What follows belongs to an exercise in optimizing a design on an open flow for small area; a production flow would make more cautious choices. At most, simulation tests tie the RTL to the original design; equivalence was not proved. Function not checked in run 1: the RTL went through the layout flow alone.

==> flow/design.v (outline; a module is shown in full before it is edited, if it fits) <==
// module convolutional_layer_1: 4369 lines
// module fa_cell: 4 lines
// module ha_cell: 4 lines
// module hold_mux: 3 lines
// module inv_cell: 3 lines
module convolutional_layer_1 (
  input signed [7:0] in,
  input clk, en,
  output signed [191:0] out
);
  // ...
==> flow/flow/run.sh <==
#!/bin/bash
# Standard synthesis and layout with small port buffers; after placement the constant
# output ports of each map share one tie cell.
set -e
bash standard.sh synth > synth.log 2>&1
bash standard.sh BUFFER_PORTS_ARGS="-buffer_cell sky130_fd_sc_hd__buf_1" GPL_KEEP_OVERFLOW=0 place > place.log 2>&1
ODB=orfs/results/sky130hd/convolutional_layer_1/base/3_place.odb openroad -no_init -exit flow/merge_ties.tcl > merge_ties.log 2>&1
bash standard.sh BUFFER_PORTS_ARGS="-buffer_cell sky130_fd_sc_hd__buf_1" GPL_KEEP_OVERFLOW=0 finish > layout.log 2>&1
==> flow/flow/merge_ties.tcl <==
# Let one tie cell drive all the constant output ports of a map instead of one tie cell each.
read_db $::env(ODB)
set block [[[ord::get_db] getChip] getBlock]
array set keep {}
set removed 0
foreach inst [$block getInsts] {
  if {[[$inst getMaster] getName] ne "sky130_fd_sc_hd__conb_1"} { continue }
  set net "NULL"
  set pin ""
  foreach it [$inst getITerms] {
    set n [$it getNet]
    if {$n ne "NULL" && [[$it getMTerm] getName] in {LO HI}} { set net $n; set pin [[$it getMTerm] getName] }
  }
  if {$net eq "NULL"} { continue }
  set bts [$net getBTerms]
  if {[llength $bts] != 1 || [llength [$net getITerms]] != 1} { continue }
  set name [[lindex $bts 0] getName]
  if {![regexp {^out\[(\d+)\]$} $name -> idx]} { continue }
  set key "$pin[expr {$idx / 32}]"
  if {![info exists keep($key)]} { set keep($key) $net; continue }
  set bt [lindex $bts 0]
  $bt disconnect
  $bt connect $keep($key)
  odb::dbInst_destroy $inst
  odb::dbNet_destroy $net
  incr removed
}
puts "merge_ties: removed $removed tie cells"
write_db $::env(ODB)
==> flow/standard.sh <==
#!/bin/bash
# synth_recipe.tcl (not shown) runs the flow's synth.tcl, then flattens the netlist and writes it again
# the make line also repeats each setting of config.mk as NAME=value (left out here)
make -C /OpenROAD-flow-scripts/flow DESIGN_CONFIG=/design/flow/config.mk WORK_HOME=/design/flow/orfs CLKGATE_MAP_FILE= SYNTH_SCRIPT=/design/flow/synth_recipe.tcl "${@:-finish}"
==> flow/config.mk <==
export PLATFORM = sky130hd
export DESIGN_NAME = convolutional_layer_1
export DESIGN_NICKNAME = convolutional_layer_1
export VERILOG_FILES = /design/flow/design.v
export SDC_FILE = /design/flow/constraint.sdc
export NUM_CORES = 8
export LEC_CHECK = 0
export CAP_MARGIN = 20
export CORE_MARGIN = 2
export CORE_UTILIZATION = 55
export CTS_BUF_LIST = sky130_fd_sc_hd__clkbuf_16
export CTS_CLUSTER_DIAMETER = 100
export CTS_CLUSTER_SIZE = 25
export SLEW_MARGIN = 20
export SYNTH_HIERARCHICAL = 1
export SYNTH_MINIMUM_KEEP_SIZE = 0
==> flow/constraint.sdc <==
create_clock -name core_clock -period 18.0 [get_ports {clk}]
set_input_delay 3.6000 -clock core_clock [delete_from_list [all_inputs] [get_ports {clk}]]
set_output_delay 3.6000 -clock core_clock [all_outputs]
set_load 0.01 [all_outputs]
==> results.yml, run 1 <==
outcome:
  status: "timing/DRC/antenna clean"
layout:
  nNonClkInverters: 463
  postLayoutCellArea_sq_mm: 0.07448
  antenna_cells: 5
  multi_input_area_share_pct: 62.56
  multi_input_gates: 3062
  buffer_area_share_pct: 1.625
  layout.nets: 6684
  layout-drive-gt1-share_pct: 3.627
  nFillCells: 9491
synth:
  syn_avg_cell_area_sq_um: 15.02
  synthFlopType: "dfxtp_1"
  ys_top_cells_by_area: "fa_1, dfxtp_1, a22o_1"
  yosys.area_share.adder_pct: 51.88
  synthXorXnorAreaFrac_pct: 0.1175
  yosysTopAreaCell: "fa_1"
critical_path:
  worst-path-max-fanout: 17
  cp-endpoint: "out[43]"
  r2r-end: "u[65][6]"
  crit_buf_inv: 3
  critPathLaunch: "u[66][0]"
  worstSetupEndpointType: "output port"
timing:
  final_max_slew_viol_count: 0
  fmax_mhz: 56.90
global_routing:
  grtUsageMet1_pct: 59.33
  grt.total_usage_pct: 47.31
  grt_overflow: 0
  met2_usage_pct: 68.83
placed_design:
  gp_congestion: 1.131
  detailed_place_hpwl_microns: 254800
detailed_routing:
  firstDrtPassIters: 7
clock_network:
  clk_pin_slew_ps: 100
  clock_latency_ps: 710
floorplan:
  rows: 131
==> inputs of run 2 (changes only) <==
--- a/flow/design.v
+++ b/flow/design.v
@@ -1,40 +1,20 @@
 module convolutional_layer_1 (
   input signed [7:0] in,
   input clk, en,
   output signed [191:0] out
 );
   reg [7:0] u [0:132];
   integer i;
-  wire [16:0] en_n, en_p;
-  genvar g, b;
-  generate
-    for (g = 0; g < 17; g = g + 1) begin : sel
-      inv_cell in0 (.a(en), .y(en_n[g]));
-      inv_cell in1 (.a(en_n[g]), .y(en_p[g]));
-    end
-  endgenerate
-  wire [7:0] prv [0:132];
-  wire [7:0] nxt [0:132];
-  assign prv[0] = {~in[7], in[6:0]};
-  generate
-    for (g = 0; g < 133; g = g + 1) begin : hold
-      if (g > 0) begin : link
-        assign prv[g] = u[g-1];
-      end
-      for (b = 0; b < 8; b = b + 1) begin : bt
-        wire y;
-        hold_mux h (.d(prv[g][b]), .q(u[g][b]), .e(en_p[g / 8]), .e_n(en_n[g / 8]), .y(y));
-        assign nxt[g][b] = y;
-      end
-    end
-  endgenerate
   always @(posedge clk) begin
-    for (i = 0; i < 133; i = i + 1) u[i] <= nxt[i];
+    if (en) begin
+      u[0] <= {~in[7], in[6:0]};
+      for (i = 1; i < 133; i = i + 1) u[i] <= u[i-1];
+    end
   end
   wire [7:0] x0 = u[0];
   wire [7:0] x1 = u[1];
   wire [7:0] x2 = u[2];
   wire [7:0] x3 = u[3];
   wire [7:0] x4 = u[4];
   wire [7:0] x5 = u[32];
   wire [7:0] x6 = u[33];
@@ -4370,14 +4350,8 @@
 module fa_cell (input a, b, c, output s, co);
   assign s = a ^ b ^ c;
   assign co = (a & b) | (a & c) | (b & c);
 endmodule
 module ha_cell (input a, b, output s, co);
   assign s = a ^ b;
   assign co = a & b;
 endmodule
-module hold_mux (input d, q, e, e_n, output y);
-  assign y = (d & e) | (q & e_n);
-endmodule
-module inv_cell (input a, output y);
-  assign y = ~a;
-endmodule
==> flow/flow/run.sh (replaced) <==
#!/bin/bash
# Standard synthesis and layout with small port buffers; after placement the constant
# output ports of each map share one tie cell.
set -e
bash standard.sh synth > synth.log 2>&1
bash standard.sh BUFFER_PORTS_ARGS="-buffer_cell sky130_fd_sc_hd__buf_1" place > place.log 2>&1
ODB=orfs/results/sky130hd/convolutional_layer_1/base/3_place.odb openroad -no_init -exit flow/merge_ties.tcl > merge_ties.log 2>&1
bash standard.sh BUFFER_PORTS_ARGS="-buffer_cell sky130_fd_sc_hd__buf_1" finish > layout.log 2>&1
==> run 2 against run 1 <==
Effect of this change:
- still clean
- cell area up 2.0%
- worst hold slack worse by 70 ps
- sequential share of layout area rose by 13 points
- clock-buffer cell count is 5 higher
- fmax up 0.47%
- flip-flop and latch count is the same
- largest cell class unchanged
==> results.yml, run 2 <==
outcome:
  status: "timing/DRC/antenna clean"
critical_path:
  slowest_delay_ps: 860
  worstSetupEndpointType: "output port"
  required_ps: 14400
  path_class: "reg2out"
  cp_common_cell: "fa_1"
  worst-path-max-fanout: 4
  cp-start-kind: "register"
  critPathArrivalTime_ps: 13890
  cpMaxStageDelayCell: "fa_1"
global_routing:
  grt_pass1_wl_microns: 364500
  grt_pass1_vias: 38980
  grt_overflow: 0
  grt_start_max_net_pins: 200
  grt.total_usage_pct: 43.91
  antenna_found_initial: 17
floorplan:
  die_y_microns: 364.5
  dieArea_sq_mm: 0.1329
  ioPinCount: 202
  rows: 132
  die_w_microns: 364.5
  start_util_pct: 55.28
  core_sq_mm: 0.1293
clock_network:
  clock_tree.root_cell: "clkbuf_16"
  cts_resized: 0
  cts.sinks: 1064
  clock_latency_ps: 720
  cts_tree: "built"
  holdBufCountCts: 0
  htree_levels: 2
  post_cts_buffers: 0
  clk_pin_slew_ps: 100
  cts_made_buffers: 56
  clockBufferDepth: 3
synth:
  seq_area_frac_synth_pct: 44.70
  yosysTopAreaCell: "fa_1"
  syn_avg_cell_area_sq_um: 19.96
  synth_most_common_cell: "fa_1"
  ys_ff_latch: 1064
  ys_top_cells_by_area: "fa_1, edfxtp_1, ha_1"
  synthFlopType: "edfxtp_1"
  synth-edff-count: 1064
  syn_area_sq_mm: 0.07148
  ys_async_sr_fraction_pct: 0
  ys_top_cells_by_count: "fa_1, edfxtp_1, inv_1, ha_1, buf_4"
  synth_cells: 3582
  synth.top_cell.area_share_pct: 48.09
  yosysUniqueCellTypes: 18
  yosys_warnings: 8
placed_design:
  gp_congestion: 1.182
  port_buffers: 111
  dp.cells: 5525
  placed_cell_area_sq_mm: 0.07448
  detailed_place_hpwl_microns: 235700
detailed_routing:
  viasPerCell: 6.437
  firstDrtPassIters: 6
  final_antenna_net_count: 0
  drc: 0
  wirelength_microns: 280500
  drt_iter0_drc: 4993
  post_drt_wl_per_cell_microns: 50.86
  vias: 35490
layout:
  largest_register_ff_count: 1064
  regMostFlops: "u"
  final_util_pct: 58.72
  final_common_cell: "fa_1"
  mostFrequentLayoutCells: "fa_1, edfxtp_1, inv_1"
  layout-drive-gt1-share_pct: 5.118
  layout.nets: 5651
  postLayoutCellArea_sq_mm: 0.07593
  final_cells: 5514
  area_growth_pct: 6.226
  top_regs: "u x1064"
timing:
  worst_slew_pin_slew_ps: 1221
  timing_hold_violations_final: 0
  setup_viol: 0
  finalCritPeriodShare_pct: 97.19
  fin_setup_tns_ps: 0
  fmax_mhz: 57.16
  rsz0062_at_grt: "no"
  max-slew-margin-rel_pct: 18.61
  fin_skew_ps: 52.66
  final_max_slew_viol_count: 0
  finalCriticalPeriod_ps: 17490
min_path:
  hold_path.class: "reg2reg"
job:
  maxCapViolCount: 0
## run 2: cell types whose count changed in the layout (fill, tap and decap cells not counted), sizes merged
cell / previous run / this run
clkbuf: 52 / 58
inv: 469 / 437
edfxtp: 0 / 1064
a22o: 1064 / 0
buf: 147 / 207
diode: 5 / 1
dfxtp: 1064 / 0
bufinv: 0 / 1
clkinv: 4 / 6
## run 2: cell type report
class                      count  area (sq um)
timing repair buffer         208          1194
fill                        9336         53390
clock inverter                15         335.3
multi-input combinational   1998         37240
tap                         1742          2180
inverter                     429          1610
sequential                  1064         31950
antenna                        1         2.502
clock buffer                  57          1426
## run 2: layer usage
metal | track usage, % | part of all wire [%] | vias to the layer above
li1 | - | - | 11870
met1 | 55.97 | 35 | 19880
met2 | 60.58 | 42 | 2869
met3 | 22.67 | 15 | 851
met4 | 25.09 | 7.6 | 24
met5 | 1.271 | 0.13 | -
## run 2: worst max-delay path: cells and delay by family, from the launching register on
family | cells | cell delay (ps)
AND/OR/NAND/NOR | 1 | 500
adder cells (fa/ha/maj) | 22 | 10790
buffers and inverters | 7 | 880
flip-flops | 1 | 780
XOR/XNOR | 1 | 170
## run 2: Yosys stat by module (local to each module, per instance)
module | times used | flip-flops and latches
ha_cell | 167 | 0
fa_cell | 1717 | 0
convolutional_layer_1 | 1 | 1064
## run 2: metrics by stage
stage	setup WS, ps	hold WS, ps
finish	506.5	386.8
global route	285.9	384.2
CTS	606.7	368.2
detailed placement	1325	404.5
global placement	1459	400.2
floorplan	2946	400.3
## run 2: path summary, 6_finish.rpt
kind             start        end  slack [ps]  cells past startpoint
min           u[28][2]   u[29][2]         390                      0
max          u[132][1]   out[131]         510                     31
max reg2reg  u[130][5]  u[131][5]       16500                      0
min reg2reg   u[28][2]   u[29][2]         390                      0
## run 2: cells by family after synthesis
group	Yosys count	synth area share [%]
simple gates	102	0.9242
buf+inv	525	3.250
xor+xnor	6	0.1155
flops	1064	44.70
fa+ha+maj	1884	51.01
other cells	1	0.005246

[static timing again, ports no longer ideal]
Ports are ideal in the flow. The routed layouts listed here were re-timed in OpenROAD.
Step 1 sets driving cells, clkbuf_16 on the clock port and buf_2 on the other inputs (assumed; they add their load-dependent delay and slew).
Step 2, shift: input delay + t, output delay - t, t = (earliest + latest rising clock arrival at the registers) / 2. This alone moves slack from input paths to output paths.
Three values: no drivers, after step 1, after step 2; two values: the first two.
run	shift t [ns]	setup WS [ns]	worst slew at a driven data input, ns
run 1	0.770	0.424 / 0.339 / 1.109	0.08
run 2	0.778	0.507 / 0.427 / 1.205	0.04
After both steps every run listed still meets setup and hold.
